This is an optimization exercise on Yosys and OpenROAD, whose aim is small area, a short achievable clock period and few clock cycles, not a production implementation. At most, simulation tests tie the RTL to the original design; equivalence was not proved. For runs 2 to 5, only the layout was checked, not whether the RTL still works. Power and IR drop assume default switching activity.

<file path="design.v">
module LZ77_Encoder(clk,reset,chardata,valid,encode,finish,offset,match_len,char_nxt);
input 				clk;
input 				reset;
input 		[7:0] 	chardata;
output  	reg  valid;
output  			encode;
output  	reg	finish;
output  	reg [4:0] 	offset;
output  	reg [4:0] 	match_len;
output  		[7:0] 	char_nxt;
reg		[4*31-1:0]	hist;
reg		[29:0]		alive;
reg		[4:0]		j;
reg		[9:0]		cnt;	 
assign	encode = 1'b1;
assign	char_nxt = {2'b00, finish, 1'b0, hist[7:4]};
wire		run = ~cnt[9];
wire		eob = cnt[9] & ~|cnt[8:0];
wire		fresh = ~|j;
wire		full = j[4] & j[3];
reg		[29:0]		hv;
reg		[29:0]		m;
integer i;
always @(*)
begin
	for (i = 0; i < 30; i = i + 1)
	begin
		hv[i] = run & ((|cnt[8:5]) | (cnt[4:0] > i));
		m[i] = (hist[4*(i+1) +: 4] == hist[3:0]);
	end
end
wire	[29:0]	a = (fresh ? hv : alive) & m;
wire			emit = full | ~|a;
reg		[4:0]	best;
always @(*)
begin
	best = 5'd0;
	for (i = 0; i < 30; i = i + 1)
		if (alive[i]) best = i;
end
always @(posedge clk or posedge reset)
begin
	if (reset)
	begin
		cnt <= 10'h3ff;
		j <= 5'd0;
		valid <= 1'b0;
		finish <= 1'b0;
	end
	else
	begin
		cnt <= cnt + 10'd1;
		j <= emit ? 5'd0 : j + 5'd1;
		valid <= ~finish & (eob | (run & emit));
		finish <= finish | eob;
	end
end
always @(posedge clk)
begin
	hist <= {hist[4*30-1:0], (cnt == 10'd511) ? 4'h4 : chardata[3:0]};
	alive <= a;
	offset <= fresh ? 5'd0 : best;
	match_len <= j;
end
endmodule
</file>
<file path="run.sh">
#!/bin/bash
# synth_recipe.tcl (not shown) runs the flow's synth.tcl, then flattens the netlist and writes it again
# the make line also repeats each setting of config.mk as NAME=value (left out here)
make -C /OpenROAD-flow-scripts/flow DESIGN_CONFIG=/design/flow/config.mk WORK_HOME=/design/flow/orfs CLKGATE_MAP_FILE= SYNTH_SCRIPT=/design/flow/synth_recipe.tcl finish
</file>
<file path="config.mk">
export PLATFORM = sky130hd
export DESIGN_NAME = LZ77_Encoder
export DESIGN_NICKNAME = LZ77_Encoder
export VERILOG_FILES = /design/flow/design.v
export SDC_FILE = /design/flow/constraint.sdc
export NUM_CORES = 4
export LEC_CHECK = 0
export CAP_MARGIN = 20
export CORE_MARGIN = 2
export CORE_UTILIZATION = 30
export SLEW_MARGIN = 20
</file>
<file path="constraint.sdc">
create_clock -name core_clock -period 10.0 [get_ports {clk}]
set_input_delay 2.0000 -clock core_clock [delete_from_list [all_inputs] [get_ports {clk}]]
set_output_delay 2.0000 -clock core_clock [all_outputs]
set_load 0.01 [all_outputs]
</file>
==> flow_metrics.env, run 1 <==
export IMPL_cts_htree_levels=4
export IMPL_combPwrFrac=0.190
export IMPL_grt_overflow=0
export IMPL_cp_top_family="buffers and inverters"
export IMPL_fin_crit_ns=3.399
export IMPL_swShare=0.2915
export IMPL_r2r_end="valid"
export IMPL_p_per_area_nw_per_um2=244.6
export IMPL_start_util=0.3057
export IMPL_worstPathMaxFanout=4
export IMPL_cts_sinks=181
export IMPL_die_area_sq_um=23510
export IMPL_tns_ns=0
export IMPL_crit_buf_inv=1
export IMPL_path_cells="clkdlybuf4s50_1"
export IMPL_yosys_warnings=1
export IMPL_routed_wl_um=13470
export IMPL_min_from="hist[102]"
export IMPL_gp_congestion=0.8870
export IMPL_drc_errors=0
export IMPL_peakVddDrop_uv=128.7
export IMPL_dr_pass1_iters=5
export IMPL_placed_cells=892
export IMPL_dp_slack_ns=6.816
export IMPL_synth_cell_types=62
export IMPL_drv_cap=0
export IMPL_instances_no_fill=924
export IMPL_ctsHoldBuffers=0
export IMPL_critPathRequiredTime_ns=8.00
export IMPL_leakagePower_nw=2.851
export IMPL_fmax_ghz=0.2942
export IMPL_rsz0062_at_grt="false"
export IMPL_slew_headroom=0.3457
export IMPL_mostFrequentLayoutCells="160 x dfxtp_1, 115 x xnor2_1, 38 x nor2_1"
export IMPL_grt_pass1_wl_um=22020
export IMPL_vias=4285
export IMPL_power_frac_seq=0.438
export IMPL_final_common_cell="dfxtp_1"
export IMPL_post_cts_resized=0
export IMPL_slowest_stage="clkdlybuf4s50_1"
export IMPL_core_region_area_sq_um=21890
export IMPL_min_path_type="flop to flop"
export IMPL_dr_first_iter_drc_count=304
export IMPL_power_share_clock=0.372
export IMPL_async_reset_ff_frac=0.09392
export IMPL_finClkSkew_ns=0.01032
export IMPL_grt_max_degree=36
export IMPL_postPlaceCellArea_sq_um=7083
export IMPL_final_util=0.3521
export IMPL_cts_root_buf="clkbuf_16"
export IMPL_clock_latency_ns=0.42
export IMPL_avgSynthCellArea_sq_um=10.81
export IMPL_cts_inserted_buffers=17
export IMPL_syn_area_sq_um=6691
export IMPL_finalPower_mw=1.885
export IMPL_post_cts_buffers=0
export IMPL_ys_seq_area_frac=0.5561
export IMPL_chipWidth_um=153.3
export IMPL_dpl_hpwl_um=9459
export IMPL_insertedDiodeCount=0
export IMPL_holdPathStages=0
export IMPL_cts_tree="yes"
export IMPL_p_int_mw=1.336
export IMPL_hold_viol_final=0
export IMPL_cts_clk_slew_worst_paths_ns=0.07
export IMPL_syn2layout_area_growth_pct=15.18
export IMPL_antenna_found_initial=1
export IMPL_max_stage_delay_ns=0.56
export IMPL_synth_seq_cells=181
export IMPL_fin_area_sq_um=7707
export IMPL_grtUsageTotal=0.1190
export IMPL_wire_per_inst_um=14.58
export IMPL_syn_inst=619
export IMPL_viasPerCell=4.637
export IMPL_detail_route_antenna_nets=0
export IMPL_power_switching_uw=549.4
export IMPL_nets=648
export IMPL_cp_arrival_ns=1.40
export IMPL_reg2reg_slack_ns=6.82
export IMPL_drive_gt1_frac=0.09472
export IMPL_finalSetupViolCount=0
export IMPL_die_h_um=153.3
export IMPL_fin_hold_ws_ns=0.3572
export IMPL_end_kind="primary output"
export IMPL_min_to="hist[106]"
export IMPL_outcome="no timing/DRC/antenna violations"
export IMPL_critPathKind="flop to primary output"
export IMPL_place_port_buffers=22
export IMPL_setup_ws_ns=6.601
export IMPL_synth_ff_type="dfxtp_1"
export IMPL_finalMaxSlewViolations=0
export IMPL_start_kind="flop"
export IMPL_r2r_start="j[0]"
export IMPL_grt_pass1_vias=4100
export IMPL_synth_edff_count=0
export IMPL_ff2ff_path_depth=11
export IMPL_period_share=0.3399
export IMPL_rows=54
export IMPL_worstMarginPinSlew_ns=0.9814
export IMPL_num_io_pins=31
export IMPL_clock_path_buffers=2
[synth_stat cells, types with 3 or more instances]
library cell / n / area, sq um
o31ai_1: 7 / 52.55
a21o_1: 4 / 30.03
a21oi_1: 29 / 145.1
nor2_1: 38 / 142.6
nor3_1: 8 / 40.04
xnor2_1: 115 / 1007
or4_1: 3 / 22.52
o21ai_0: 17 / 85.08
nor4_1: 8 / 50.05
o21a_1: 3 / 22.52
clkbuf_1: 6 / 22.52
buf_2: 15 / 75.07
buf_4: 9 / 67.56
dfxtp_1: 164 / 3283
o21bai_1: 4 / 30.03
dfstp_2: 10 / 262.8
nand3_1: 6 / 30.03
nor2b_1: 4 / 25.02
dfrtp_1: 7 / 175.2
ha_1: 7 / 87.58
nand2_1: 37 / 138.9
xor2_1: 14 / 122.6
and3_1: 6 / 37.54
a221oi_1: 6 / 52.55
inv_1: 16 / 60.06
nand4_1: 28 / 175.2
a22oi_1: 4 / 30.03
[power groups by stage]
stage	registers, mW	logic [mW]	clock network, mW
after floorplan	0.828	0.270	0
after global placement	0.840	0.354	0
after detailed placement	0.842	0.356	0
after CTS	0.827	0.359	0.717
after global routing	0.834	0.394	0.747
final	0.825	0.358	0.702
[cells by family after synthesis]
logic type	Yosys count	synth area share
compound gates	93	0.09275
buf+inv	49	0.03983
simple gates	156	0.1253
other cells	2	0.001122
flops	181	0.5561
mux	2	0.002992
fa+ha+maj	7	0.01309
xor+xnor	129	0.1688
[layout make-up]
type	instances	area, sq um
well taps	280	350.3
clock inverters	14	185.2
inverters	16	60.06
clock buffers	18	439.2
flip-flops and latches	181	3726
fillers	2221	14180
multi-input cells	391	2711
repair buffers	24	235.2
[flip-flops by register name (all words and copies together) (netlist names)]
name       count
alive         30
match_len      5
offset         5
cnt           10
valid          1
j              5
finish         1
hist         124
[per-layer routing]
layer | part of all wire | up-vias | global-route usage
met1 | 0.48 | 2036 | 0.1610
met4 | 0.011 | 0 | 0.03801
met5 | 0 | - | 0
li1 | - | 2134 | -
met3 | 0.048 | 13 | 0.03005
met2 | 0.46 | 102 | 0.1866
[worst max-delay path by stage]
| stage | slack, ns | endpoint | from | depth (start not counted) |
|---|---|---|---|---|
| 2_1_floorplan | 7.39 | valid | j[0] | 11 |
| 3_3_place_gp | 6.86 | j[1] | j[0] | 10 |
| 3_5_place_dp | 6.82 | j[3] | j[0] | 10 |
| 4_1_cts | 6.57 | finish | finish | 1 |
| 5_1_grt | 6.53 | finish | finish | 1 |
| 6_report | 6.60 | finish | finish | 1 |
Testbench counts, summed over its fixed seeds: cycles 16,448.
==> inputs of run 2 (changes only) <==
--- a/design.v
+++ b/design.v
@@ -14,2 +14,4 @@
 reg		[9:0]		cnt;	 
+reg					fresh;	 
+reg					full;	 
 assign	encode = 1'b1;
@@ -18,4 +20,2 @@
 wire		eob = cnt[9] & ~|cnt[8:0];
-wire		fresh = ~|j;
-wire		full = j[4] & j[3];
 reg		[29:0]		hv;
@@ -46,2 +46,4 @@
 		j <= 5'd0;
+		fresh <= 1'b1;
+		full <= 1'b0;
 		valid <= 1'b0;
@@ -53,2 +55,4 @@
 		j <= emit ? 5'd0 : j + 5'd1;
+		fresh <= emit;
+		full <= ~emit & (j == 5'd23);
 		valid <= ~finish & (eob | (run & emit));
==> flow/run.sh (new file) <==
#!/bin/bash
# Standard ORFS layout, with port buffers of a real drive strength.
set -euo pipefail
export BUFFER_PORTS_ARGS="-buffer_cell sky130_fd_sc_hd__buf_4"
bash standard.sh finish > orfs_make.log 2>&1
==> standard.sh (new file) <==
#!/bin/bash
# synth_recipe.tcl (not shown) runs the flow's synth.tcl, then flattens the netlist and writes it again
# the make line also repeats each setting of config.mk as NAME=value (left out here)
make -C /OpenROAD-flow-scripts/flow DESIGN_CONFIG=/design/flow/config.mk WORK_HOME=/design/flow/orfs CLKGATE_MAP_FILE= SYNTH_SCRIPT=/design/flow/synth_recipe.tcl "${@:-finish}"
removed: run.sh
==> run 2 against run 1 <==
Non-clock buffer count down 1. Cell count down 0.65%. Via count down 0.84%. Still clean on timing, DRC and antenna. Clock skew up 0.0053 ns. Die area up 0.38%. Critical path depth up 6. Worst setup slack better by 0.11 ns. Global-route usage down 0.087 points. Combinational power down 31%.
==> flow_metrics.env, run 2 <==
export IMPL_avgSynthCellArea_sq_um=10.89
export IMPL_max_stage_delay_ns=0.88
export IMPL_gp_congestion=0.8791
export IMPL_finalSetupViolCount=0
export IMPL_cts_inserted_buffers=17
export IMPL_cts_root_buf="clkbuf_16"
export IMPL_cp_top_family="compound AO/OA/AOI/OAI gates"
export IMPL_dpl_hpwl_um=9304
export IMPL_yosys_warnings=1
export IMPL_synthTopCellsByCount="164 x dfxtp_1, 113 x xnor2_1, 39 x nor2_1, 25 x nand4_1, 24 x nand2_1"
export IMPL_slew_headroom=0.3346
export IMPL_antenna_found_initial=0
export IMPL_post_cts_buffers=0
export IMPL_ys_top_cells_by_area="dfxtp_1 49%, xnor2_1 15%, dfstp_2 4.3%"
export IMPL_chipWidth_um=153.6
export IMPL_tns_ns=0
export IMPL_hold_viol_final=0
export IMPL_ff2ff_path_depth=7
export IMPL_period_share=0.3288
export IMPL_reg2reg_slack_ns=6.71
export IMPL_nets=641
export IMPL_async_reset_ff_frac=0.1038
export IMPL_largest_reg_flops=124
export IMPL_worstMarginPinSlew_ns=0.9981
export IMPL_finalMaxSlewViolations=0
export IMPL_path_cells="inv_1 -> a211oi_1 -> nor3_1 -> nor4_1 -> o2111ai_1 -> o31ai_4 -> nor2_1"
export IMPL_syn2layout_area_growth_pct=14.62
export IMPL_clock_path_buffers=2
export IMPL_fin_hold_ws_ns=0.3582
export IMPL_insertedDiodeCount=0
export IMPL_viasPerCell=4.629
export IMPL_crit_buf_inv=1
export IMPL_critPathRequiredTime_ns=10.30
export IMPL_fillers=2192
export IMPL_leakagePower_nw=2.879
export IMPL_peakVddDrop_uv=115.2
export IMPL_drv_cap=0
export IMPL_cts_tree="yes"
export IMPL_outcome="no timing/DRC/antenna violations"
export IMPL_r2r_start="fresh"
export IMPL_core_region_area_sq_um=21890
export IMPL_grt_overflow=0
export IMPL_yosysTopAreaCell="dfxtp_1"
export IMPL_dr_pass1_iters=4
export IMPL_p_per_area_nw_per_um2=236.0
export IMPL_die_h_um=153.6
export IMPL_vias=4249
export IMPL_syn_inst=617
export IMPL_worstSetupStartpoint="fresh"
export IMPL_synth_edff_count=0
export IMPL_ctsHoldBuffers=0
export IMPL_syn_area_sq_um=6718
export IMPL_grt_max_degree=32
export IMPL_fin_crit_ns=3.288
export IMPL_finClkSkew_ns=0.01565
export IMPL_r2r_end="j[3]"
export IMPL_routed_wl_um=13430
export IMPL_grt_pass1_vias=4115
export IMPL_final_common_cell="dfxtp_1"
export IMPL_wire_per_inst_um=14.63
export IMPL_cts_htree_levels=4
export IMPL_slowest_stage="dfstp_2"
export IMPL_rsz0062_at_grt="false"
export IMPL_detail_route_antenna_nets=0
export IMPL_post_cts_resized=0
export IMPL_reg_top3="hist: 124 flops, alive: 30 flops, cnt: 10 flops"
export IMPL_end_kind="flop"
export IMPL_synth_seq_cells=183
export IMPL_die_area_sq_um=23610
export IMPL_synth_cell_types=61
export IMPL_largest_register="hist"
export IMPL_start_kind="flop"
export IMPL_cts_clk_slew_worst_paths_ns=0.07
export IMPL_cp_arrival_ns=3.59
export IMPL_num_io_pins=31
export IMPL_rows=54
export IMPL_grtUsageTotal=0.1181
export IMPL_holdPathStages=0
export IMPL_grt_pass1_wl_um=21950
export IMPL_mostFrequentLayoutCells="160 x dfxtp_1, 113 x xnor2_1, 39 x nor2_1"
export IMPL_worstPathMaxFanout=26
export IMPL_clock_latency_ns=0.43
export IMPL_fmax_ghz=0.3041
export IMPL_endpoint="j[3]"
export IMPL_dr_first_iter_drc_count=218
export IMPL_start_util=0.3069
export IMPL_synth_most_common_cell="dfxtp_1"
export IMPL_cts_sinks=183
export IMPL_synth_top_cell_area_share=0.4887
export IMPL_cp_depth=7
export IMPL_synth_ff_type="dfxtp_1"
export IMPL_place_port_buffers=22
export IMPL_drive_gt1_frac=0.1207
export IMPL_critPathKind="flop to flop"
export IMPL_ys_seq_area_frac=0.5616
export IMPL_drc_errors=0
export IMPL_min_path_type="flop to flop"
-- run 2: metal layers --
metal | global-route usage | part of all wire | vias up
li1 | - | - | 2131
met1 | 0.1649 | 0.49 | 2007
met2 | 0.1778 | 0.45 | 100
met3 | 0.03495 | 0.055 | 11
met4 | 0.03277 | 0.011 | 0
met5 | 0 | 0 | -
-- run 2: logic make-up after synthesis --
logic type,synth area share
other,0.001118
AO/OA/AOI/OAI,0.09965
buffers and inverters,0.03911
adder cells (fa/ha/maj),0.01117
flip-flops,0.5616
XOR/XNOR,0.1695
AND/OR/NAND/NOR,0.1179
-- run 2: worst min-delay path by stage --
stage / startpoint / to / slack [ns]
2_1_floorplan: hist[12] / hist[16] / 0.35
3_3_place_gp: hist[55] / hist[59] / 0.35
3_5_place_dp: hist[59] / hist[63] / 0.35
4_1_cts: hist[47] / hist[51] / 0.36
5_1_grt: hist[44] / hist[48] / 0.37
6_report: hist[47] / hist[51] / 0.36
-- run 2: final cells by class --
cell class	instances	area, sq um	share of cell area
Sequential cell	183	3777	0.4906
Multi-Input combinational cell	381	2690	0.3494
Clock buffer	21	481.7	0.06256
Tap cell	280	350.3	0.04550
Timing Repair Buffer	23	172.7	0.02242
Clock inverter	11	156.4	0.02031
Inverter	19	71.32	0.009262
-- run 2: where the power goes --
group	switching, mW	total [mW]	internal [mW]
clock	0.288	0.714	0.426
combinational	0.134	0.248	0.114
sequential	0.0632	0.855	0.792
-- run 2: per-stage QoR --
step                      power [mW]  cells  worst slack, ns  area, sq um    util
after floorplan                1.032    619            7.435         6725       -
after global placement         1.114    886            6.775         7062  0.3226
after detailed placement       1.119    886            6.751         7062  0.3226
after CTS                      1.833    918            6.726         7700  0.3517
after global routing           1.900    918            6.540         7700  0.3517
final                          1.817    918            6.712         7700  0.3517
-- run 2: worst reg2reg max path, cell delays in order (launching register included) --
cell and delay (ns):
dfstp_2 0.88, inv_1 0.52, a211oi_1 0.50, nor3_1 0.14, nor4_1 0.29, o2111ai_1 0.25
o31ai_4 0.49, nor2_1 0.10
==> inputs of run 3 (changes only) <==
--- a/flow/run.sh
+++ b/flow/run.sh
@@ -4,2 +4,3 @@
 export BUFFER_PORTS_ARGS="-buffer_cell sky130_fd_sc_hd__buf_4"
+export SETUP_SLACK_MARGIN=7.0
 bash standard.sh finish > orfs_make.log 2>&1
==> run 3 against run 2 <==
Flip-flop and latch count is the same. Cell count grew 0.65%. Via count increased by 1.2%. Still clean on timing, DRC and antenna. Power up 1.4%. Critical path depth fell by 6. Area after synthesis did not move. Highest routed layer unchanged. First-iteration DRC count shrank 16%.
==> flow_metrics.env, run 3 <==
export IMPL_dp_slack_ns=6.751
export IMPL_async_reset_ff_frac=0.1038
export IMPL_fin_area_sq_um=7781
export IMPL_cts_tree="yes"
export IMPL_max_stage_delay_ns=0.39
export IMPL_largest_register="hist"
export IMPL_wire_per_inst_um=14.71
export IMPL_finalSetupViolCount=0
export IMPL_period_share=0.2975
export IMPL_start_kind="flop"
export IMPL_synth_seq_cells=183
export IMPL_synth_most_common_cell="dfxtp_1"
export IMPL_rows=54
export IMPL_drive_gt1_frac=0.1398
export IMPL_yosys_warnings=1
export IMPL_p_per_area_nw_per_um2=236.8
export IMPL_die_area_sq_um=23610
export IMPL_viasPerCell=4.654
export IMPL_fin_crit_ns=2.975
export IMPL_ys_top_cells_by_area="dfxtp_1 49%, xnor2_1 15%, dfstp_2 4.3%"
export IMPL_insertedDiodeCount=0
export IMPL_cts_clk_slew_worst_paths_ns=0.07
export IMPL_placed_cells=886
export IMPL_critPathRequiredTime_ns=8.00
export IMPL_mostFrequentLayoutCells="156 x dfxtp_1, 113 x xnor2_1, 39 x nor2_1"
export IMPL_cts_inserted_buffers=17
export IMPL_rsz0062_at_grt="true"
export IMPL_drc_errors=0
export IMPL_critPathKind="flop to primary output"
export IMPL_avgSynthCellArea_sq_um=10.89
export IMPL_final_common_cell="dfxtp_1"
export IMPL_synth_top_cell_area_share=0.4887
export IMPL_slowest_stage="dfrtp_1"
export IMPL_synth_edff_count=0
export IMPL_dr_first_iter_drc_count=184
export IMPL_start_util=0.3069
export IMPL_grt_max_degree=32
export IMPL_gp_congestion=0.8791
export IMPL_largest_reg_flops=124
export IMPL_syn_inst=617
export IMPL_core_region_area_sq_um=21890
export IMPL_slew_headroom=0.3363
export IMPL_fmax_ghz=0.3361
export IMPL_leakagePower_nw=2.906
export IMPL_instances_no_fill=924
export IMPL_routed_wl_um=13590
export IMPL_yosysTopAreaCell="dfxtp_1"
export IMPL_worstMarginPinSlew_ns=0.9956
export IMPL_vias=4300
export IMPL_reg_top3="hist: 124 flops, alive: 30 flops, cnt: 10 flops"
export IMPL_grt_overflow=0
export IMPL_cp_arrival_ns=0.97
export IMPL_num_io_pins=31
export IMPL_path_cells="buf_4"
export IMPL_setup_ws_ns=7.025
export IMPL_crit_buf_inv=1
export IMPL_tns_ns=0
export IMPL_grt_pass1_wl_um=22110
export IMPL_chipWidth_um=153.6
export IMPL_clock_latency_ns=0.43
export IMPL_antenna_found_initial=0
export IMPL_cts_htree_levels=4
export IMPL_worstPathMaxFanout=3
export IMPL_outcome="no timing/DRC/antenna violations"
export IMPL_cts_sinks=183
export IMPL_synth_ff_type="dfxtp_1"
export IMPL_ys_seq_area_frac=0.5616
export IMPL_grtUsageTotal=0.1191
export IMPL_grt_pass1_vias=4144
export IMPL_hold_viol_final=0
export IMPL_dr_pass1_iters=6
export IMPL_drv_cap=0
export IMPL_detail_route_antenna_nets=0
export IMPL_nets=647
export IMPL_synthTopCellsByCount="164 x dfxtp_1, 113 x xnor2_1, 39 x nor2_1, 25 x nand4_1, 24 x nand2_1"
export IMPL_dpl_hpwl_um=9304
export IMPL_synth_cell_types=61
export IMPL_die_h_um=153.6
export IMPL_finClkSkew_ns=0.01513
export IMPL_min_path_type="flop to flop"
export IMPL_peakVddDrop_uv=121.1
export IMPL_syn_area_sq_um=6718
export IMPL_clock_path_buffers=2
export IMPL_syn2layout_area_growth_pct=15.83
export IMPL_cp_top_family="flip-flops"
export IMPL_finalMaxSlewViolations=0
export IMPL_cts_root_buf="clkbuf_16"
export IMPL_place_port_buffers=22
export IMPL_end_kind="primary output"
export IMPL_postPlaceCellArea_sq_um=7062
## run 3: cell counts after synthesis
No cell type changed its count.
## run 3: kinds of logic after synthesis
group	after synthesis	synth area share
AOI/OAI and AO/OA	93	0.09965
xor gates and xnor gates	130	0.1695
adders and majority gates	6	0.01117
buffers and inverters	55	0.03911
DFF	183	0.5616
other	2	0.001118
and+or+nand+nor	148	0.1179
## run 3: worst paths after layout
path	depth (start not counted)	to	from	slack [ns]
max	1	finish	finish	7.03
min	0	hist[51]	hist[47]	0.36
max reg2reg	7	j[3]	cnt[6]	7.14
min reg2reg	0	hist[51]	hist[47]	0.36
max in group asynchronous	2	full	reset	7.84
min in group asynchronous	2	finish	reset	1.69
## run 3: area by class of cell
type	count	area, sq um
clock buffers	21	481.7
clock inverters	11	156.4
fillers	2187	14110
inverters	19	75.07
multi-input cells	381	2701
flip-flops and latches	183	3786
well taps	280	350.3
repair buffers	28	222.7
repair inverters	1	7.507
## run 3: report_power, final
part	internal, mW	switching [mW]	total (mW)
sequential	0.794	0.0660	0.860
clock	0.426	0.286	0.712
combinational	0.130	0.141	0.271
## run 3: per-stage QoR
step	hold WS, ns	util	power, mW
after floorplan	0.3487	-	1.032
after global placement	0.3507	0.3226	1.114
after detailed placement	0.3541	0.3226	1.119
after CTS	0.3576	0.3527	1.840
after global routing	0.3653	0.3555	1.928
final	0.3583	0.3555	1.843
## run 3: timing repair
item,4_1_cts,5_1_grt
gates resized for setup,3,6
cloned,1,0
hold buffers,0,0
setup buffers,1,4
endpoints found under the setup margin,11,13
## run 3: worst register-to-register path, cell delays in order (launching register included)
cell and delay [ns]:
dfstp_2 0.41, or4_4 0.64, o21ai_4 0.31, a221oi_1 0.17, nor4_1 0.36, o2111ai_1 0.26
o31ai_4 0.49, nor2_1 0.10
## run 3: metal layers
metal	part of all wire	track usage	up-vias	wire length (um)
li1	-	-	2140	-
met3	0.058	0.03636	11	790
met2	0.45	0.1793	107	6094
met4	0.011	0.03277	0	144
met1	0.48	0.1658	2042	6564
met5	0	0	-	0
==> inputs of run 4 (changes only) <==
--- a/design.v
+++ b/design.v
@@ -8,3 +8,3 @@
 output  	reg [4:0] 	offset;
-output  	reg [4:0] 	match_len;
+output  		[4:0] 	match_len;
 output  		[7:0] 	char_nxt;
@@ -12,7 +12,8 @@
 reg		[29:0]		alive;
-reg		[4:0]		j;
-reg		[9:0]		cnt;	 
+reg		[4:0]		len;
 reg					fresh;	 
 reg					full;	 
+reg		[9:0]		cnt;	 
 assign	encode = 1'b1;
+assign	match_len = len;
 assign	char_nxt = {2'b00, finish, 1'b0, hist[7:4]};
@@ -32,3 +33,4 @@
 wire	[29:0]	a = (fresh ? hv : alive) & m;
-wire			emit = full | ~|a;
+wire			emit = full | cnt[9] | ~|a;
+wire	[4:0]	cur = fresh ? 5'd0 : len;
 reg		[4:0]	best;
@@ -45,5 +47,2 @@
 		cnt <= 10'h3ff;
-		j <= 5'd0;
-		fresh <= 1'b1;
-		full <= 1'b0;
 		valid <= 1'b0;
@@ -54,5 +53,2 @@
 		cnt <= cnt + 10'd1;
-		j <= emit ? 5'd0 : j + 5'd1;
-		fresh <= emit;
-		full <= ~emit & (j == 5'd23);
 		valid <= ~finish & (eob | (run & emit));
@@ -65,4 +61,6 @@
 	alive <= a;
+	len <= emit ? cur : cur + 5'd1;
+	fresh <= emit;
+	full <= ~emit & (cur == 5'd23);
 	offset <= fresh ? 5'd0 : best;
-	match_len <= j;
 end
==> flow/run.sh (replaced) <==
#!/bin/bash
# Standard ORFS layout, with buf_4 port buffers and repair_timing aiming at
# a setup slack of 7.2 ns (the design's natural period is far below the 10 ns clock).
set -euo pipefail
export BUFFER_PORTS_ARGS="-buffer_cell sky130_fd_sc_hd__buf_4"
export SETUP_SLACK_MARGIN=7.2
bash standard.sh finish > orfs_make.log 2>&1
==> run 4 against run 3 <==
Core utilization increased by 1.3 points. Critical path depth is 8 higher. Sequential power decreased by 6.7%. Area after synthesis fell by 1.0%. Cell count is 2.8% higher. Flip-flop and latch count shrank 5. Synthesized cell count rose by 1.5%. Power down 0.36%. Wire length grew 5.3%. Global-route usage is 0.63 points higher. Worst hold slack worse by 0.00076 ns. Sequential share of layout area decreased by 3.1 points. Still clean on timing, DRC and antenna.
==> flow_metrics.env, run 4 <==
export IMPL_outcome="no timing/DRC/antenna violations"
export IMPL_combPwrFrac=0.192
export IMPL_routed_wl_um=14320
export IMPL_avgSynthCellArea_sq_um=10.62
export IMPL_path_cells="ha_4 -> and3b_2 -> or4_4 -> o211a_4 -> nor4_4 -> or4b_4 -> nor4_4 -> or2b_4 -> mux2_4"
export IMPL_synth_top_cell_area_share=0.4997
export IMPL_yosysTopAreaCell="dfxtp_1"
export IMPL_detail_route_antenna_nets=0
export IMPL_synth_cell_types=60
export IMPL_viasPerCell=4.697
export IMPL_worstPathMaxFanout=2
export IMPL_die_h_um=152.9
export IMPL_drc_errors=0
export IMPL_final_common_cell="dfxtp_1"
export IMPL_core_region_area_sq_um=21820
export IMPL_wire_per_inst_um=15.07
export IMPL_power_share_clock=0.372
export IMPL_max_stage_delay_ns=0.56
export IMPL_period_share=0.3183
export IMPL_p_int_mw=1.328
export IMPL_clock_path_buffers=2
export IMPL_synth_most_common_cell="dfxtp_1"
export IMPL_grt_max_degree=33
export IMPL_largest_reg_flops=124
export IMPL_insertedDiodeCount=0
export IMPL_yosys_warnings=1
export IMPL_drive_gt1_frac=0.2060
export IMPL_min_path_type="flop to flop"
export IMPL_dr_pass1_iters=4
export IMPL_chipWidth_um=152.9
export IMPL_largest_register="hist"
export IMPL_grt_pass1_vias=4423
export IMPL_cts_htree_levels=4
export IMPL_antenna_found_initial=0
export IMPL_power_switching_uw=507.9
export IMPL_grt_overflow=0
export IMPL_reg2reg_slack_ns=6.82
export IMPL_vias=4462
export IMPL_grt_pass1_wl_um=23200
export IMPL_drv_cap=0
export IMPL_ys_seq_area_frac=0.5468
export IMPL_start_kind="flop"
export IMPL_dr_first_iter_drc_count=298
export IMPL_nets=674
export IMPL_cts_tree="yes"
export IMPL_rows=54
export IMPL_clock_latency_ns=0.42
export IMPL_dp_slack_ns=6.218
export IMPL_die_area_sq_um=23370
export IMPL_mostFrequentLayoutCells="149 x dfxtp_1, 88 x xnor2_1, 41 x xor2_1"
export IMPL_tns_ns=0
export IMPL_finalMaxSlewViolations=0
export IMPL_synthTopCellsByCount="166 x dfxtp_1, 88 x xnor2_1, 41 x xor2_1, 28 x nand2_1, 26 x a21oi_1"
export IMPL_synth_seq_cells=178
export IMPL_grtUsageTotal=0.1254
export IMPL_critPathRequiredTime_ns=10.31
export IMPL_fmax_ghz=0.3142
export IMPL_syn2layout_area_growth_pct=20.79
export IMPL_cts_root_buf="clkbuf_16"
export IMPL_finClkSkew_ns=0.006135
export IMPL_ctsHoldBuffers=0
export IMPL_syn_inst=626
export IMPL_power_frac_seq=0.437
export IMPL_worstMarginPinSlew_ns=0.5479
export IMPL_p_per_area_nw_per_um2=228.6
export IMPL_synth_edff_count=0
export IMPL_async_reset_ff_frac=0.06742
export IMPL_cpMostUsedCell="nor4_4"
export IMPL_slowest_stage="dfstp_2"
export IMPL_critPathKind="flop to flop"
export IMPL_cp_arrival_ns=3.50
export IMPL_cts_sinks=178
export IMPL_start_util=0.3047
export IMPL_reg_top3="hist: 124 flops, alive: 30 flops, cnt: 10 flops"
export IMPL_cp_top_family="simple AND/OR/NAND/NOR gates"
export IMPL_cts_inserted_buffers=17
export IMPL_gp_congestion=0.8668
export IMPL_rsz0062_at_grt="true"
export IMPL_place_port_buffers=22
export IMPL_leakagePower_nw=3.017
export IMPL_swShare=0.2766
export IMPL_synth_ff_type="dfxtp_1"
export IMPL_hold_viol_final=0
export IMPL_ys_top_cells_by_area="dfxtp_1 50%, xnor2_1 12%, xor2_1 5.4%"
export IMPL_crit_buf_inv=0
export IMPL_finalSetupViolCount=0
export IMPL_slew_headroom=0.6314
export IMPL_syn_area_sq_um=6650
export IMPL_peakVddDrop_uv=111.1
export IMPL_fin_crit_ns=3.183
export IMPL_num_io_pins=31
export IMPL_cts_clk_slew_worst_paths_ns=0.07
export IMPL_dpl_hpwl_um=9997
export IMPL_setup_ws_ns=6.817
export IMPL_end_kind="flop"
==> run 4: cell count changes after synthesis, sizes merged, moves of 7 or more <==
cell   previous run  this run
xor2             17        41
nor2             39        25
a21oi            19        26
nor2b             3        11
a31oi            13         6
xnor2           113        88
==> run 4: layer usage <==
layer  track usage  vias to the layer above  part of all wire  wire length, um
met5             0                        -                 0                0
met4       0.03792                        0             0.013              190
met3       0.03941                       16             0.073             1046
met2        0.1926                      151              0.45             6435
met1        0.1692                     2097              0.46             6642
li1              -                     2198                 -                -
==> run 4: worst register-to-register path, cell delays in order, from the launching register on <==
cell     delay, ns
dfstp_2       0.56
ha_4          0.14
and3b_2       0.22
or4_4         0.51
o211a_4       0.16
nor4_4        0.19
or4b_4        0.53
nor4_4        0.27
or2b_4        0.20
mux2_4        0.29
==> run 4: worst paths after layout <==
| kind | cells past startpoint | end | start |
|---|---|---|---|
| worst max register to register | 9 | len[1] | cnt[0] |
| max in group asynchronous | 2 | cnt[9] | reset |
| worst max-delay path | 9 | len[1] | cnt[0] |
| worst min-delay path | 0 | hist[99] | hist[95] |
| min in group asynchronous | 2 | valid | reset |
| worst min register to register | 0 | hist[99] | hist[95] |
==> run 4: power groups by stage <==
stage / sequential (mW) / combinational (mW) / clock [mW]
6_report: 0.802 / 0.352 / 0.683
5_1_grt: 0.808 / 0.384 / 0.727
4_1_cts: 0.801 / 0.334 / 0.697
3_5_place_dp: 0.813 / 0.295 / 0
3_3_place_gp: 0.812 / 0.296 / 0
2_1_floorplan: 0.817 / 0.197 / 0
==> run 4: per-stage QoR <==
step	hold slack (ns)	instance area, sq um	utilization	power (mW)	instances
CTS	0.3591	7925	0.3631	1.832	950
global route	0.3642	8033	0.3681	1.919	950
floorplan	0.3487	6659	-	1.014	628
global placement	0.3505	7051	0.3231	1.108	901
finish	0.3576	8033	0.3681	1.836	950
detailed placement	0.3533	7051	0.3231	1.109	901
==> run 4: logic make-up after synthesis <==
logic type / Yosys count / share of synthesized area
flops: 178 / 0.5468
buf+inv: 57 / 0.03894
mux: 2 / 0.003198
fa+ha+maj: 6 / 0.01129
xor+xnor: 129 / 0.1699
compound gates: 94 / 0.09332
other cells: 2 / 0.001129
simple gates: 158 / 0.1355
==> run 4: final cells by class <==
cell class / count / area [sq um]
repair buffers: 47 / 416.7
flip-flops and latches: 178 / 3657
clock buffers: 18 / 429.2
multi-input cells: 393 / 2923
inverters: 21 / 81.33
well taps: 280 / 350.3
fillers: 2135 / 13790
clock inverters: 13 / 175.2
==> run 4: what timing repair did <==
action | in CTS | in global routing
hold endpoints to repair | 0 | 0
setup buffers | 18 | 0
resized for setup | 41 | 25
pin swaps | 10 | 6
endpoints found under the setup margin | 25 | 25
==> inputs of run 5 (changes only) <==
--- a/config.mk
+++ b/config.mk
@@ -9,3 +9,5 @@
 export CORE_MARGIN = 2
-export CORE_UTILIZATION = 30
+export CORE_UTILIZATION = 55
+export CTS_BUF_LIST = sky130_fd_sc_hd__clkbuf_8
+export CTS_CLUSTER_SIZE = 30
 export SLEW_MARGIN = 20
==> run 5 against run 4 <==
Core utilization grew 28 points. Power shrank 8.6%. Die area shrank 44%. Flip-flop and latch count is the same.
==> flow_metrics.env, run 5 <==
export IMPL_outcome="no timing/DRC/antenna violations"
export IMPL_syn2layout_area_growth_pct=16.39
export IMPL_synth_edff_count=0
export IMPL_reg_top3="hist: 124 flops, alive: 30 flops, cnt: 10 flops"
export IMPL_power_switching_uw=468.8
export IMPL_fillers=966
export IMPL_swShare=0.2793
export IMPL_start_util=0.5583
export IMPL_hold_viol_final=0
export IMPL_grt_overflow=0
export IMPL_vias=4535
export IMPL_chipWidth_um=114.0
export IMPL_ys_seq_area_frac=0.5468
export IMPL_insertedDiodeCount=0
export IMPL_core_region_area_sq_um=11910
export IMPL_drc_errors=0
export IMPL_detail_route_antenna_nets=0
export IMPL_grtUsageTotal=0.2461
export IMPL_mostFrequentLayoutCells="150 x dfxtp_1, 88 x xnor2_1, 41 x xor2_1"
export IMPL_die_area_sq_um=12990
export IMPL_dr_first_iter_drc_count=310
export IMPL_cpMostUsedCell="nor4_4"
export IMPL_fmax_ghz=0.3072
export IMPL_synth_seq_cells=178
export IMPL_rows=40
export IMPL_cp_arrival_ns=3.60
export IMPL_async_reset_ff_frac=0.06742
export IMPL_worstMarginPinSlew_ns=0.5683
export IMPL_viasPerCell=5.517
export IMPL_cts_htree_levels=4
export IMPL_seqCellArea_sq_um=3666
export IMPL_clock_path_buffers=2
export IMPL_power_share_clock=0.317
export IMPL_cts_root_buf="clkbuf_8"
export IMPL_antenna_found_initial=0
export IMPL_cts_sinks=178
export IMPL_p_per_area_nw_per_um2=216.9
export IMPL_critPathRequiredTime_ns=10.35
export IMPL_cp_top_family="simple AND/OR/NAND/NOR gates"
export IMPL_synth_cell_types=60
export IMPL_cts_inserted_buffers=17
export IMPL_cts_tree="yes"
export IMPL_path_cells="or4_4 -> buf_4 -> nor4_4 -> nor2b_1 -> o211ai_1 -> or4b_4 -> nor4_4 -> or2b_4 -> mux2_4"
export IMPL_drv_cap=0
export IMPL_finalSetupViolCount=0
export IMPL_rsz0062_at_grt="true"
export IMPL_critPathKind="flop to flop"
export IMPL_fin_crit_ns=3.255
export IMPL_setup_ws_ns=6.745
export IMPL_yosys_warnings=1
export IMPL_combPwrFrac=0.203
export IMPL_period_share=0.3255
export IMPL_min_path_type="flop to flop"
export IMPL_peakVddDrop_uv=146.9
export IMPL_leakagePower_nw=2.974
export IMPL_largest_reg_flops=124
export IMPL_drive_gt1_frac=0.1985
export IMPL_dpl_hpwl_um=10390
export IMPL_synth_top_cell_area_share=0.4997
export IMPL_clock_latency_ns=0.46
export IMPL_end_kind="flop"
export IMPL_syn_area_sq_um=6650
export IMPL_start_kind="flop"
export IMPL_nets=679
export IMPL_multi_input_area_sq_um=2897
export IMPL_ys_top_cells_by_area="dfxtp_1 50%, xnor2_1 12%, xor2_1 5.4%"
export IMPL_power_frac_seq=0.480
export IMPL_synth_most_common_cell="dfxtp_1"
export IMPL_dp_slack_ns=6.076
export IMPL_die_h_um=114.0
export IMPL_tns_ns=0
export IMPL_place_port_buffers=22
export IMPL_num_io_pins=31
export IMPL_grt_max_degree=33
export IMPL_slowest_stage="or4_4"
export IMPL_slew_headroom=0.6177
export IMPL_synth_ff_type="dfxtp_1"
export IMPL_dr_pass1_iters=5
export IMPL_largest_register="hist"
export IMPL_synthTopCellsByCount="166 x dfxtp_1, 88 x xnor2_1, 41 x xor2_1, 28 x nand2_1, 26 x a21oi_1"
export IMPL_finalMaxSlewViolations=0
export IMPL_max_stage_delay_ns=0.55
export IMPL_gp_congestion=0.9572
export IMPL_syn_inst=626
export IMPL_worstPathMaxFanout=5
export IMPL_grt_pass1_vias=4579
export IMPL_final_common_cell="dfxtp_1"
export IMPL_avgSynthCellArea_sq_um=10.62
export IMPL_cts_clk_slew_worst_paths_ns=0.09
export IMPL_p_int_mw=1.210
export IMPL_yosysTopAreaCell="dfxtp_1"
export IMPL_finClkSkew_ns=0.01303
export IMPL_wire_per_inst_um=18.03
export IMPL_crit_buf_inv=1
export IMPL_routed_wl_um=14820
export IMPL_grt_pass1_wl_um=24010
## run 5: final timing paths
path                            slack (ns)  endpoint  startpoint  depth (start not counted)
worst min register to register        0.36  hist[23]    hist[19]                          0
worst min-delay path                  0.36  hist[23]    hist[19]                          0
worst max-delay path                  6.74    len[1]      cnt[5]                          9
min in group asynchronous             1.56     valid       reset                          2
max in group asynchronous             8.09    cnt[8]       reset                          2
worst max register to register        6.74    len[1]      cnt[5]                          9
## run 5: area by class of cell
class | instances | area share
clock inverter | 12 | 0.02344
sequential | 178 | 0.4737
clock buffer | 19 | 0.03379
inverter | 21 | 0.01083
tap | 147 | 0.02376
timing repair buffer | 52 | 0.06030
multi-input combinational | 393 | 0.3742
## run 5: repair_timing
action / in CTS / in global routing
gates resized for setup: 59 / 4
setup buffers: 23 / 2
endpoints found under the setup margin: 25 / 25
hold buffers: 0 / 0
pin swaps: 13 / 2
## run 5: kinds of logic after synthesis
kind of cell / count (synthesis) / synth area share
DFF: 178 / 0.5468
xor gates and xnor gates: 129 / 0.1699
and+or+nand+nor: 158 / 0.1355
adders and majority gates: 6 / 0.01129
buffers and inverters: 57 / 0.03894
AOI/OAI and AO/OA: 94 / 0.09332
muxes: 2 / 0.003198
other: 2 / 0.001129
## run 5: power by group through the flow
stage | registers [mW] | logic (mW) | clock network [mW]
floorplan | 0.817 | 0.197 | 0
global placement | 0.817 | 0.292 | 0
detailed placement | 0.819 | 0.293 | 0
CTS | 0.805 | 0.339 | 0.543
global route | 0.812 | 0.371 | 0.573
finish | 0.805 | 0.341 | 0.532
## run 5: metrics by stage
step | hold slack, ns | utilization | power, mW | instance area, sq um | std cells
final | 0.3592 | 0.6498 | 1.678 | 7740 | 822
after global routing | 0.3695 | 0.6498 | 1.755 | 7740 | 822
after CTS | 0.3620 | 0.6476 | 1.687 | 7714 | 820
after detailed placement | 0.3530 | 0.5767 | 1.112 | 6869 | 766
after global placement | 0.3525 | 0.5767 | 1.110 | 6869 | 766
after floorplan | 0.3487 | - | 1.014 | 6659 | 628
## run 5: metal layers
metal / GRT usage / wire [um]
met4: 0.09919 / 415
met2: 0.3790 / 6800
met5: 0 / 0
met3: 0.06695 / 772
met1: 0.3301 / 6834
==> inputs of run 6 (changes only) <==
--- a/design.v
+++ b/design.v
@@ -11,3 +11,3 @@
 reg		[4*31-1:0]	hist;
-reg		[29:0]		alive;
+reg		[29:0]		base;
 reg		[4:0]		len;
@@ -21,2 +21,3 @@
 wire		eob = cnt[9] & ~|cnt[8:0];
+wire	[9:0]	cnt_nxt = cnt + 10'd1;
 reg		[29:0]		hv;
@@ -28,3 +29,3 @@
 	begin
-		hv[i] = run & ((|cnt[8:5]) | (cnt[4:0] > i));
+		hv[i] = ~cnt_nxt[9] & ((|cnt_nxt[8:5]) | (cnt_nxt[4:0] > i));
 		m[i] = (hist[4*(i+1) +: 4] == hist[3:0]);
@@ -32,3 +33,3 @@
 end
-wire	[29:0]	a = (fresh ? hv : alive) & m;
+wire	[29:0]	a = base & m;
 wire			emit = full | cnt[9] | ~|a;
@@ -40,3 +41,3 @@
 	for (i = 0; i < 30; i = i + 1)
-		if (alive[i]) best = i;
+		if (base[i]) best = i;
 end
@@ -52,3 +53,3 @@
 	begin
-		cnt <= cnt + 10'd1;
+		cnt <= cnt_nxt;
 		valid <= ~finish & (eob | (run & emit));
@@ -60,3 +61,3 @@
 	hist <= {hist[4*30-1:0], (cnt == 10'd511) ? 4'h4 : chardata[3:0]};
-	alive <= a;
+	base <= emit ? hv : a;
 	len <= emit ? cur : cur + 5'd1;
==> flow/run.sh (replaced) <==
#!/bin/bash
# Standard ORFS layout, with buf_4 port buffers and repair_timing aiming at
# a setup slack of 7.0 ns (the design's natural period is far below the 10 ns clock).
set -euo pipefail
export BUFFER_PORTS_ARGS="-buffer_cell sky130_fd_sc_hd__buf_4"
export SETUP_SLACK_MARGIN=7.0
bash standard.sh finish > orfs_make.log 2>&1
--- a/config.mk
+++ b/config.mk
@@ -7,7 +7,6 @@
 export LEC_CHECK = 0
+export ABC_CLOCK_PERIOD_IN_PS = 2500
 export CAP_MARGIN = 20
 export CORE_MARGIN = 2
-export CORE_UTILIZATION = 55
-export CTS_BUF_LIST = sky130_fd_sc_hd__clkbuf_8
-export CTS_CLUSTER_SIZE = 30
+export CORE_UTILIZATION = 50
 export SLEW_MARGIN = 20
==> run 6 against run 5 <==
Still clean on timing, DRC and antenna. Design area increased by 0.57%. Area after synthesis grew 5.2%. Maximum frequency up 9.7%. Count of clock-buffer cells in the layout grew 2. Worst setup slack improved by 0.29 ns. Power grew 20%. Critical path depth is 8 lower. Clock skew up 0.0011 ns. Critical path type is now flop to primary output.
==> flow_metrics.env, run 6 <==
export IMPL_outcome="no timing/DRC/antenna violations"
export IMPL_detail_route_antenna_nets=0
export IMPL_cp_arrival_ns=0.97
export IMPL_peakVddDrop_uv=140.2
export IMPL_ff2ff_path_depth=6
export IMPL_reg2reg_slack_ns=7.07
export IMPL_vias=4320
export IMPL_chipWidth_um=122.3
export IMPL_nets=653
export IMPL_start_kind="flop"
export IMPL_worstPathMaxFanout=3
export IMPL_cts_root_buf="clkbuf_16"
export IMPL_leakagePower_nw=3.085
export IMPL_yosys_warnings=1
export IMPL_cts_tree="yes"
export IMPL_final_common_cell="dfxtp_1"
export IMPL_period_share=0.2967
export IMPL_path_cells="buf_4"
export IMPL_synth_edff_count=0
export IMPL_grt_overflow=0
export IMPL_syn_area_sq_um=6999
export IMPL_critPathRequiredTime_ns=8.00
export IMPL_gp_congestion=0.8741
export IMPL_largest_reg_flops=124
export IMPL_ys_top_cells_by_area="dfxtp_1 47%, xor2_1 10%, xnor2_1 6.1%"
export IMPL_fin_crit_ns=2.967
export IMPL_end_kind="primary output"
export IMPL_mostFrequentLayoutCells="161 x dfxtp_1, 81 x xor2_1, 48 x xnor2_1"
export IMPL_avgSynthCellArea_sq_um=11.22
export IMPL_num_io_pins=31
export IMPL_crit_buf_inv=1
export IMPL_critPathKind="flop to primary output"
export IMPL_grt_pass1_wl_um=21900
export IMPL_insertedDiodeCount=0
export IMPL_slowest_stage="dfrtp_1"
export IMPL_p_per_area_nw_per_um2=257.8
export IMPL_synthTopCellsByCount="166 x dfxtp_1, 81 x xor2_1, 49 x xnor2_1, 42 x a21oi_1, 41 x nand2_1"
export IMPL_die_h_um=122.3
export IMPL_finalMaxSlewViolations=0
export IMPL_async_reset_ff_frac=0.06742
export IMPL_routed_wl_um=14500
export IMPL_dr_first_iter_drc_count=285
export IMPL_cts_inserted_buffers=17
export IMPL_grtUsageTotal=0.1952
export IMPL_antenna_found_initial=0
export IMPL_grt_max_degree=36
export IMPL_min_from="hist[36]"
export IMPL_synth_ff_type="dfxtp_1"
export IMPL_reg_top3="hist: 124 flops, base: 30 flops, cnt: 10 flops"
export IMPL_cts_clk_slew_worst_paths_ns=0.06
export IMPL_worstMarginPinSlew_ns=0.8310
export IMPL_rsz0062_at_grt="true"
export IMPL_dpl_hpwl_um=9467
export IMPL_tns_ns=0
export IMPL_place_port_buffers=22
export IMPL_clock_path_buffers=2
export IMPL_max_stage_delay_ns=0.39
export IMPL_ys_seq_area_frac=0.5195
export IMPL_drc_errors=0
export IMPL_fin_hold_ws_ns=0.3584
export IMPL_start_util=0.5082
export IMPL_cts_sinks=178
export IMPL_r2r_start="hist[0]"
export IMPL_fmax_ghz=0.3370
export IMPL_min_path_type="flop to flop"
export IMPL_cp_top_family="flip-flops"
export IMPL_hold_viol_final=0
export IMPL_synth_cell_types=45
export IMPL_yosysTopAreaCell="dfxtp_1"
export IMPL_min_to="hist[40]"
export IMPL_core_region_area_sq_um=13770
export IMPL_rows=43
export IMPL_cts_htree_levels=4
export IMPL_finClkSkew_ns=0.01417
export IMPL_syn_inst=624
export IMPL_holdPathStages=0
export IMPL_grt_pass1_vias=4356
export IMPL_largest_register="hist"
export IMPL_viasPerCell=5.205
export IMPL_synth_most_common_cell="dfxtp_1"
export IMPL_wire_per_inst_um=17.47
export IMPL_drive_gt1_frac=0.2092
export IMPL_finalSetupViolCount=0
export IMPL_r2r_end="base[0]"
export IMPL_clock_latency_ns=0.43
export IMPL_synth_top_cell_area_share=0.4748
export IMPL_drv_cap=0
export IMPL_dr_pass1_iters=5
export IMPL_syn2layout_area_growth_pct=11.21
export IMPL_synth_seq_cells=178
export IMPL_slew_headroom=0.4441
export IMPL_die_area_sq_um=14960
## run 6: cell count changes in the layout (fill, tap and decap cells not counted), sizes merged, moves of 7 or more
| cell | delta |
|---|---|
| a21oi | +16 |
| buf | -25 |
| clkinvlp | +7 |
| inv | -11 |
| mux2 | +32 |
| nand2 | +13 |
| nand2b | -10 |
| nand4 | -18 |
| nor3 | +7 |
| nor4 | +18 |
| o21ai | -8 |
| xnor2 | -39 |
| xor2 | +40 |
## run 6: kinds of logic after synthesis
logic type               after synthesis  share of synthesized area
flip-flops                           178                     0.5195
AND/OR/NAND/NOR                      158                     0.1282
XOR/XNOR                             130                     0.1627
AO/OA/AOI/OAI                         71                    0.05792
buffers and inverters                 46                    0.05291
multiplexers                          33                    0.06704
adder cells (fa/ha/maj)                6                    0.01073
other                                  2                   0.001073
## run 6: worst max path at each step
stage,from,end,slack [ns],cells past startpoint
6_report,finish,char_nxt[5],7.03,1
5_1_grt,hist[0],base[0],6.99,6
4_1_cts,len[2],match_len[2],7.01,1
3_5_place_dp,hist[3],base[12],6.52,6
3_3_place_gp,hist[3],base[24],6.55,7
2_1_floorplan,finish,char_nxt[5],7.43,1
## run 6: layer usage
metal  vias up  wire length [um]  global-route usage
met3        22               580             0.04414
li1       2119                 -                   -
met1      2091              6681              0.2491
met2        88              6901              0.3149
met4         0               334             0.08980
met5         -                 0                   0
## run 6: area by class of cell
| class | count | area, sq um |
|---|---|---|
| fill | 1192 | 5989 |
| clock inverter | 11 | 105.1 |
| sequential | 178 | 3652 |
| timing repair buffer | 27 | 247.7 |
| multi-input combinational | 402 | 3052 |
| clock buffer | 21 | 460.4 |
| tap | 180 | 225.2 |
| inverter | 11 | 41.29 |
## run 6: repair_timing
action | 4_1_cts | 5_1_grt
endpoints found under the setup margin | 37 | 32
endpoints found under the hold margin | 0 | 0
hold buffers | 0 | 0
buffers inserted | 1 | 3
resized for setup | 7 | 6
## run 6: per-stage QoR
stage	setup slack (ns)	instances	total power [mW]	utilization	cell area, sq um
floorplan	7.435	626	1.312	-	7007
global placement	6.553	794	1.379	0.5142	7082
detailed placement	6.517	794	1.385	0.5142	7082
CTS	7.015	827	2.014	0.5580	7685
global route	6.995	830	2.105	0.5651	7784
finish	7.033	830	2.006	0.5651	7784
## run 6: report_power, final
group          leakage [nW]  internal (mW)  total (mW)  switching [mW]
clock                 0.254          0.356       0.630           0.274
combinational          1.30          0.256       0.445           0.189
sequential             1.53          0.824       0.931           0.107
Testbench counts of run 6, summed over its fixed seeds: cycles 16,448.
==> inputs of run 7 (changes only) <==
--- a/config.mk
+++ b/config.mk
@@ -7,3 +7,2 @@
 export LEC_CHECK = 0
-export ABC_CLOCK_PERIOD_IN_PS = 2500
 export CAP_MARGIN = 20
@@ -11,2 +10,3 @@
 export CORE_UTILIZATION = 50
+export CTS_BUF_LIST = sky130_fd_sc_hd__clkbuf_8
 export SLEW_MARGIN = 20
==> run 7 against run 6 <==
Design area fell by 2.1%. Via count decreased by 0.74%. Core utilization down 1.2 points. Wire length decreased by 0.28%. Worst hold slack got worse by 0.0067 ns. Synthesized cell count is the same. Worst setup slack lost 0.029 ns. Cell count increased by 0.24%. Sequential power about the same. Global-route usage decreased by 0.15 points. Largest cell class unchanged. Largest power group unchanged.
==> flow_metrics.env, run 7 <==
export IMPL_rows=43
export IMPL_max_stage_delay_ns=0.40
export IMPL_peakVddDrop_uv=114.9
export IMPL_outcome="no timing/DRC/antenna violations"
export IMPL_crit_buf_inv=1
export IMPL_finalPower_mw=1.836
export IMPL_grt_max_degree=36
export IMPL_grt_pass1_vias=4341
export IMPL_setup_ws_ns=7.003
export IMPL_synthTopCellsByCount="166 x dfxtp_1, 81 x xor2_1, 49 x xnor2_1, 42 x a21oi_1, 41 x nand2_1"
export IMPL_clock_latency_ns=0.46
export IMPL_synth_most_common_cell="dfxtp_1"
export IMPL_wire_per_inst_um=17.38
export IMPL_cp_arrival_ns=1.00
export IMPL_ctsHoldBuffers=0
export IMPL_path_cells="buf_4"
export IMPL_async_reset_ff_frac=0.06742
export IMPL_cts_htree_levels=4
export IMPL_worstSetupStartpoint="finish"
export IMPL_mostFrequentLayoutCells="155 x dfxtp_1, 81 x xor2_1, 48 x xnor2_1"
export IMPL_worstMarginPinSlew_ns=0.8420
export IMPL_syn2layout_area_growth_pct=8.920
export IMPL_vias=4288
export IMPL_syn_area_sq_um=6999
export IMPL_fin_crit_ns=2.997
export IMPL_dr_pass1_iters=4
export IMPL_min_from="hist[72]"
export IMPL_grtUsageTotal=0.1937
export IMPL_synth_cell_types=45
export IMPL_p_per_area_nw_per_um2=240.9
export IMPL_cts_root_buf="clkbuf_8"
export IMPL_swShare=0.2984
export IMPL_drive_gt1_frac=0.2193
export IMPL_die_h_um=122.3
export IMPL_reg2reg_slack_ns=7.14
export IMPL_cts_sinks=178
export IMPL_grt_pass1_wl_um=21770
export IMPL_dr_first_iter_drc_count=310
export IMPL_power_share_clock=0.251
export IMPL_finalSetupViolCount=0
export IMPL_dpl_hpwl_um=9467
export IMPL_die_area_sq_um=14960
export IMPL_antenna_found_initial=0
export IMPL_tns_ns=0
export IMPL_chipWidth_um=122.3
export IMPL_synth_seq_cells=178
export IMPL_rsz0062_at_grt="true"
export IMPL_gp_congestion=0.8741
export IMPL_worstPathMaxFanout=3
export IMPL_drc_errors=0
export IMPL_largest_reg_flops=124
export IMPL_cp_top_family="flip-flops"
export IMPL_clock_path_buffers=2
export IMPL_grt_overflow=0
export IMPL_critPathKind="flop to primary output"
export IMPL_finalMaxSlewViolations=0
export IMPL_cts_clk_slew_worst_paths_ns=0.09
export IMPL_yosys_warnings=1
export IMPL_cts_inserted_buffers=17
export IMPL_drv_cap=0
export IMPL_p_int_mw=1.289
export IMPL_critPathRequiredTime_ns=8.00
export IMPL_leakagePower_nw=3.022
export IMPL_slowest_stage="dfrtp_1"
export IMPL_period_share=0.2997
export IMPL_nets=655
export IMPL_viasPerCell=5.154
export IMPL_power_switching_uw=547.9
export IMPL_fillers=1219
export IMPL_synth_edff_count=0
export IMPL_insertedDiodeCount=0
export IMPL_yosysTopAreaCell="dfxtp_1"
export IMPL_syn_inst=624
export IMPL_end_kind="primary output"
export IMPL_avgSynthCellArea_sq_um=11.22
export IMPL_synth_ff_type="dfxtp_1"
export IMPL_r2r_start="hist[2]"
export IMPL_core_region_area_sq_um=13770
export IMPL_place_port_buffers=22
export IMPL_reg_top3="hist: 124 flops, base: 30 flops, cnt: 10 flops"
export IMPL_fmax_ghz=0.3337
export IMPL_synth_top_cell_area_share=0.4748
export IMPL_num_io_pins=31
export IMPL_min_path_type="flop to flop"
export IMPL_slew_headroom=0.4368
export IMPL_hold_viol_final=0
export IMPL_dp_slack_ns=6.517
export IMPL_detail_route_antenna_nets=0
export IMPL_largest_register="hist"
export IMPL_start_util=0.5082
export IMPL_finClkSkew_ns=0.01187
export IMPL_routed_wl_um=14460
export IMPL_ys_top_cells_by_area="dfxtp_1 47%, xor2_1 10%, xnor2_1 6.1%"
export IMPL_power_frac_seq=0.506
export IMPL_combPwrFrac=0.244
export IMPL_start_kind="flop"
export IMPL_fin_hold_ws_ns=0.3517
export IMPL_ys_seq_area_frac=0.5195
export IMPL_final_common_cell="dfxtp_1"
export IMPL_cts_tree="yes"
-- run 7: cell types whose count changed in the layout (fill, tap and decap cells not counted), sizes merged --
cell | previous run | this run
buf | 27 | 29
clkbuf | 21 | 19
inv | 12 | 14
-- run 7: cells by family (layout without fill, tap and decap cells) --
family | Yosys count | after routing | synth area share
flip-flops | 178 | 178 | 0.5195
AND/OR/NAND/NOR | 158 | 158 | 0.1282
XOR/XNOR | 130 | 130 | 0.1627
AO/OA/AOI/OAI | 71 | 71 | 0.05792
buffers and inverters | 46 | 72 | 0.05291
multiplexers | 33 | 33 | 0.06704
adder cells (fa/ha/maj) | 6 | 6 | 0.01073
other | 2 | 4 | 0.001073
-- run 7: final timing paths --
path / depth (start not counted) / endpoint
setup / recovery: 1 / finish
hold / removal: 0 / hist[76]
hold reg to reg: 0 / hist[76]
min in group asynchronous: 2 / valid
setup reg to reg: 6 / base[0]
max in group asynchronous: 2 / cnt[2]
-- run 7: area by class of cell --
class | instances | area (sq um) | area share
clock buffer | 19 | 261.5 | 0.03430
clock inverter | 13 | 112.6 | 0.01477
inverter | 11 | 41.29 | 0.005416
multi-input combinational | 402 | 3048 | 0.3998
sequential | 178 | 3660 | 0.4801
tap | 180 | 225.2 | 0.02954
timing repair buffer | 29 | 275.3 | 0.03611
-- run 7: timing repair --
action,in CTS,in global routing
gates resized for setup,10,8
setup buffers,1,5
hold endpoints to repair,0,0
setup endpoints to repair,40,38
-- run 7: through the flow --
stage,area (sq um),util,std cells
3_3_place_gp,7082,0.5142,794
4_1_cts,7497,0.5443,827
2_1_floorplan,7007,-,626
3_5_place_dp,7082,0.5142,794
6_report,7624,0.5535,832
5_1_grt,7624,0.5535,832
-- run 7: per-layer routing --
metal	vias to the layer above	part of all wire	wire length, um	global-route usage
met5	-	0	0	0
met4	0	0.020	287	0.08549
met3	19	0.042	605	0.04414
met2	68	0.49	7056	0.3101
met1	2082	0.45	6507	0.2504
li1	2119	-	-	-
-- run 7: power by group through the flow --
stage | registers (mW) | clock network, mW | logic [mW]
final | 0.929 | 0.461 | 0.447
after global routing | 0.945 | 0.502 | 0.488
after global placement | 0.947 | 0 | 0.431
after CTS | 0.933 | 0.472 | 0.438
after floorplan | 0.907 | 0 | 0.404
after detailed placement | 0.949 | 0 | 0.436
==> inputs of run 8 (changes only) <==
--- a/flow/run.sh
+++ b/flow/run.sh
@@ -6,2 +6,3 @@
 export SETUP_SLACK_MARGIN=7.0
+export CTS_ARGS="-sink_clustering_enable -repair_clock_nets -dont_use_dummy_load -buf_list sky130_fd_sc_hd__clkbuf_8 -sink_clustering_size 30"
 bash standard.sh finish > orfs_make.log 2>&1
--- a/config.mk
+++ b/config.mk
@@ -10,3 +10,2 @@
 export CORE_UTILIZATION = 50
-export CTS_BUF_LIST = sky130_fd_sc_hd__clkbuf_8
 export SLEW_MARGIN = 20
==> run 8 against run 7 <==
Still clean on timing, DRC and antenna. Sequential power is essentially flat. Power shrank 5.3%. Die area is the same. Via count shrank 0.58%. Non-clock buffer count is the same. First-iteration DRC count grew 5.2%. Flip-flop and latch count is the same. Cell count shrank 1.8%. Worst hold slack lost 0.013 ns. Combinational power is essentially flat. Count of clock-buffer cells in the layout shrank 2. Core utilization shrank 1.1 points.
==> flow_metrics.env, run 8 <==
export IMPL_outcome="no timing/DRC/antenna violations"
export IMPL_insertedDiodeCount=0
export IMPL_holdPathStages=0
export IMPL_largest_reg_flops=124
export IMPL_synth_edff_count=0
export IMPL_synth_ff_type="dfxtp_1"
export IMPL_hold_viol_final=0
export IMPL_clock_latency_ns=0.45
export IMPL_synth_compound_area_frac=0.05792
export IMPL_dr_first_iter_drc_count=326
export IMPL_drv_cap=0
export IMPL_drc_errors=0
export IMPL_rsz0062_at_grt="true"
export IMPL_rows=43
export IMPL_cts_tree="yes"
export IMPL_dpl_hpwl_um=9467
export IMPL_finalSetupViolCount=0
export IMPL_max_stage_delay_ns=0.39
export IMPL_min_from="hist[41]"
export IMPL_synth_seq_cells=178
export IMPL_dr_pass1_iters=4
export IMPL_min_path_type="flop to flop"
export IMPL_finalMaxSlewViolations=0
export IMPL_syn_inst=624
export IMPL_synth_cell_types=45
export IMPL_synth_top_family_by_area="XOR/XNOR gates"
export IMPL_synth_simple_area_share=0.1282
export IMPL_cts_sinks=178
export IMPL_async_reset_ff_frac=0.06742
export IMPL_cts_root_buf="clkbuf_8"
export IMPL_num_io_pins=31
export IMPL_start_kind="flop"
export IMPL_die_area_sq_um=14960
export IMPL_tns_ns=0
export IMPL_worstPathMaxFanout=3
export IMPL_wire_per_inst_um=17.57
export IMPL_reg2reg_slack_ns=7.17
export IMPL_synth_xor_area_share=0.1627
export IMPL_cp_arrival_ns=0.98
export IMPL_cts_inserted_buffers=17
export IMPL_fmax_ghz=0.3361
export IMPL_chipWidth_um=122.3
export IMPL_fillers=1227
export IMPL_p_per_area_nw_per_um2=232.7
export IMPL_grt_pass1_wl_um=21660
export IMPL_largest_register="hist"
export IMPL_synthTopCellsByCount="166 x dfxtp_1, 81 x xor2_1, 49 x xnor2_1, 42 x a21oi_1, 41 x nand2_1"
export IMPL_fin_hold_ws_ns=0.3385
export IMPL_viasPerCell=5.218
export IMPL_yosys_area_share_adder=0.01073
export IMPL_cts_clk_slew_worst_paths_ns=0.09
export IMPL_grt_pass1_vias=4307
export IMPL_finClkSkew_ns=0.02688
export IMPL_synthMuxAreaShare=0.06704
export IMPL_yosys_warnings=1
export IMPL_ys_seq_area_frac=0.5195
export IMPL_final_util=0.5426
export IMPL_critPathRequiredTime_ns=8.00
export IMPL_period_share=0.2975
export IMPL_yosysTopAreaCell="dfxtp_1"
export IMPL_nets=655
export IMPL_gp_congestion=0.8741
export IMPL_final_common_cell="dfxtp_1"
export IMPL_place_port_buffers=22
export IMPL_path_cells="buf_4"
export IMPL_die_h_um=122.3
export IMPL_worstMarginPinSlew_ns=0.8340
export IMPL_r2r_end="base[0]"
export IMPL_synth_top_cell_area_share=0.4748
export IMPL_clock_path_buffers=2
export IMPL_ff2ff_path_depth=6
export IMPL_slowest_stage="dfrtp_1"
export IMPL_vias=4263
export IMPL_drive_gt1_frac=0.1994
export IMPL_ctsHoldBuffers=0
export IMPL_crit_buf_inv=1
export IMPL_end_kind="primary output"
export IMPL_detail_route_antenna_nets=0
export IMPL_leakagePower_nw=2.964
export IMPL_slew_headroom=0.4421
export IMPL_reg_top3="hist: 124 flops, base: 30 flops, cnt: 10 flops"
export IMPL_core_region_area_sq_um=13770
export IMPL_min_to="hist[45]"
export IMPL_grtUsageTotal=0.1928
export IMPL_mostFrequentLayoutCells="157 x dfxtp_1, 81 x xor2_1, 49 x xnor2_1"
export IMPL_synth_most_common_cell="dfxtp_1"
export IMPL_cts_htree_levels=4
export IMPL_avgSynthCellArea_sq_um=11.22
export IMPL_fin_crit_ns=2.975
export IMPL_cp_top_family="flip-flops"
export IMPL_ys_top_cells_by_area="dfxtp_1 47%, xor2_1 10%, xnor2_1 6.1%"
export IMPL_routed_wl_um=14350
export IMPL_grt_overflow=0
export IMPL_r2r_start="hist[2]"
export IMPL_critPathKind="flop to primary output"
export IMPL_grt_max_degree=36
export IMPL_peakVddDrop_uv=101.8
export IMPL_syn2layout_area_growth_pct=6.775
export IMPL_syn_area_sq_um=6999
export IMPL_antenna_found_initial=0
export IMPL_start_util=0.5082
[run 8: cell counts after synthesis]
Identical to the previous run, type by type.
[run 8: per-stage QoR]
step | instances | area (sq um) | total power, mW | setup WS, ns
finish | 817 | 7473 | 1.739 | 7.025
detailed placement | 794 | 7082 | 1.385 | 6.517
CTS | 812 | 7356 | 1.745 | 6.993
floorplan | 626 | 7007 | 1.312 | 7.435
global placement | 794 | 7082 | 1.379 | 6.553
global route | 817 | 7473 | 1.836 | 6.979
[run 8: worst max path at each step]
stage                  from  slack [ns]  cells after the start          end
finish               finish        7.02                      1       finish
global route         finish        6.98                      1       finish
CTS                  finish        6.99                      1  char_nxt[5]
detailed placement  hist[3]        6.52                      6     base[12]
global placement    hist[3]        6.55                      7     base[24]
floorplan            finish        7.43                      1  char_nxt[5]
[run 8: timing repair]
item | CTS | global route
endpoints found under the hold margin | 0 | 0
setup endpoints to repair | 39 | 36
setup buffers | 1 | 5
resized for setup | 9 | 6
[run 8: cells by family after synthesis]
| family | Yosys count |
|---|---|
| flops | 178 |
| simple gates | 158 |
| xor+xnor | 130 |
| compound gates | 71 |
| buf+inv | 46 |
| mux | 33 |
| fa+ha+maj | 6 |
| other cells | 2 |
[run 8: final cells by class]
cell class / count / area, sq um / area share
inverter: 11 / 41.29 / 0.005525
tap: 180 / 225.2 / 0.03014
multi-input combinational: 402 / 3040 / 0.4068
sequential: 178 / 3657 / 0.4894
timing repair buffer: 29 / 275.3 / 0.03683
clock buffer: 17 / 234.0 / 0.03131
[run 8: routing by layer]
layer	wire [um]	GRT usage	part of all wire
met5	0	0	0
met4	280	0.08405	0.020
met3	550	0.04600	0.038
met2	6922	0.3090	0.48
met1	6599	0.2482	0.46
[run 8: power by group]
part           switching [mW]  total, mW  leakage [nW]  internal [mW]
clock network           0.212      0.362         0.122          0.150
logic                   0.190      0.448          1.31          0.257
registers               0.106      0.929          1.53          0.824

separate check: timing with driven ports:
How much do the figures lean on ideal ports? The routed layouts below were timed once more, with nothing changed but the port constraints. Step 1 sets driving cells, clkbuf_16 on the clock port and buf_2 on the other inputs (assumed; they add their load-dependent delay and slew). Step 2 adds t to the input delays and takes it off the output delays; t is the mean of the earliest and latest rising clock arrival at the registers after step 1. Input paths then give back, and output paths get back, about the clock's delay inside the block. Slacks: no drivers / after step 1 / after step 2; pairs: no drivers / after step 1.
| run | shift t [ns] | slack for setup (ns) | worst hold slack (ns) |
|---|---|---|---|
| run 1 | 0.464 | 6.601 / 6.557 / 6.823 | 0.357 / 0.357 / 0.357 |
| run 2 | 0.464 | 6.712 / 6.712 / 6.712 | 0.358 / 0.358 / 0.358 |
| run 3 | 0.465 | 7.025 / 6.984 / 7.140 | 0.358 / 0.358 / 0.358 |
| run 4 | 0.464 | 6.817 / 6.817 / 6.817 | 0.358 / 0.358 / 0.358 |
| run 5 | 0.486 | 6.745 / 6.745 / 6.745 | 0.359 / 0.359 / 0.359 |
| run 6 | 0.469 | 7.033 / 6.989 / 7.071 | 0.358 / 0.358 / 0.358 |
| run 7 | 0.492 | 7.003 / 6.964 / 7.137 | 0.352 / 0.352 / 0.352 |
| run 8 | 0.479 | 7.025 / 6.986 / 7.167 | 0.338 / 0.338 / 0.338 |
After both steps setup and hold are still met in every run listed.
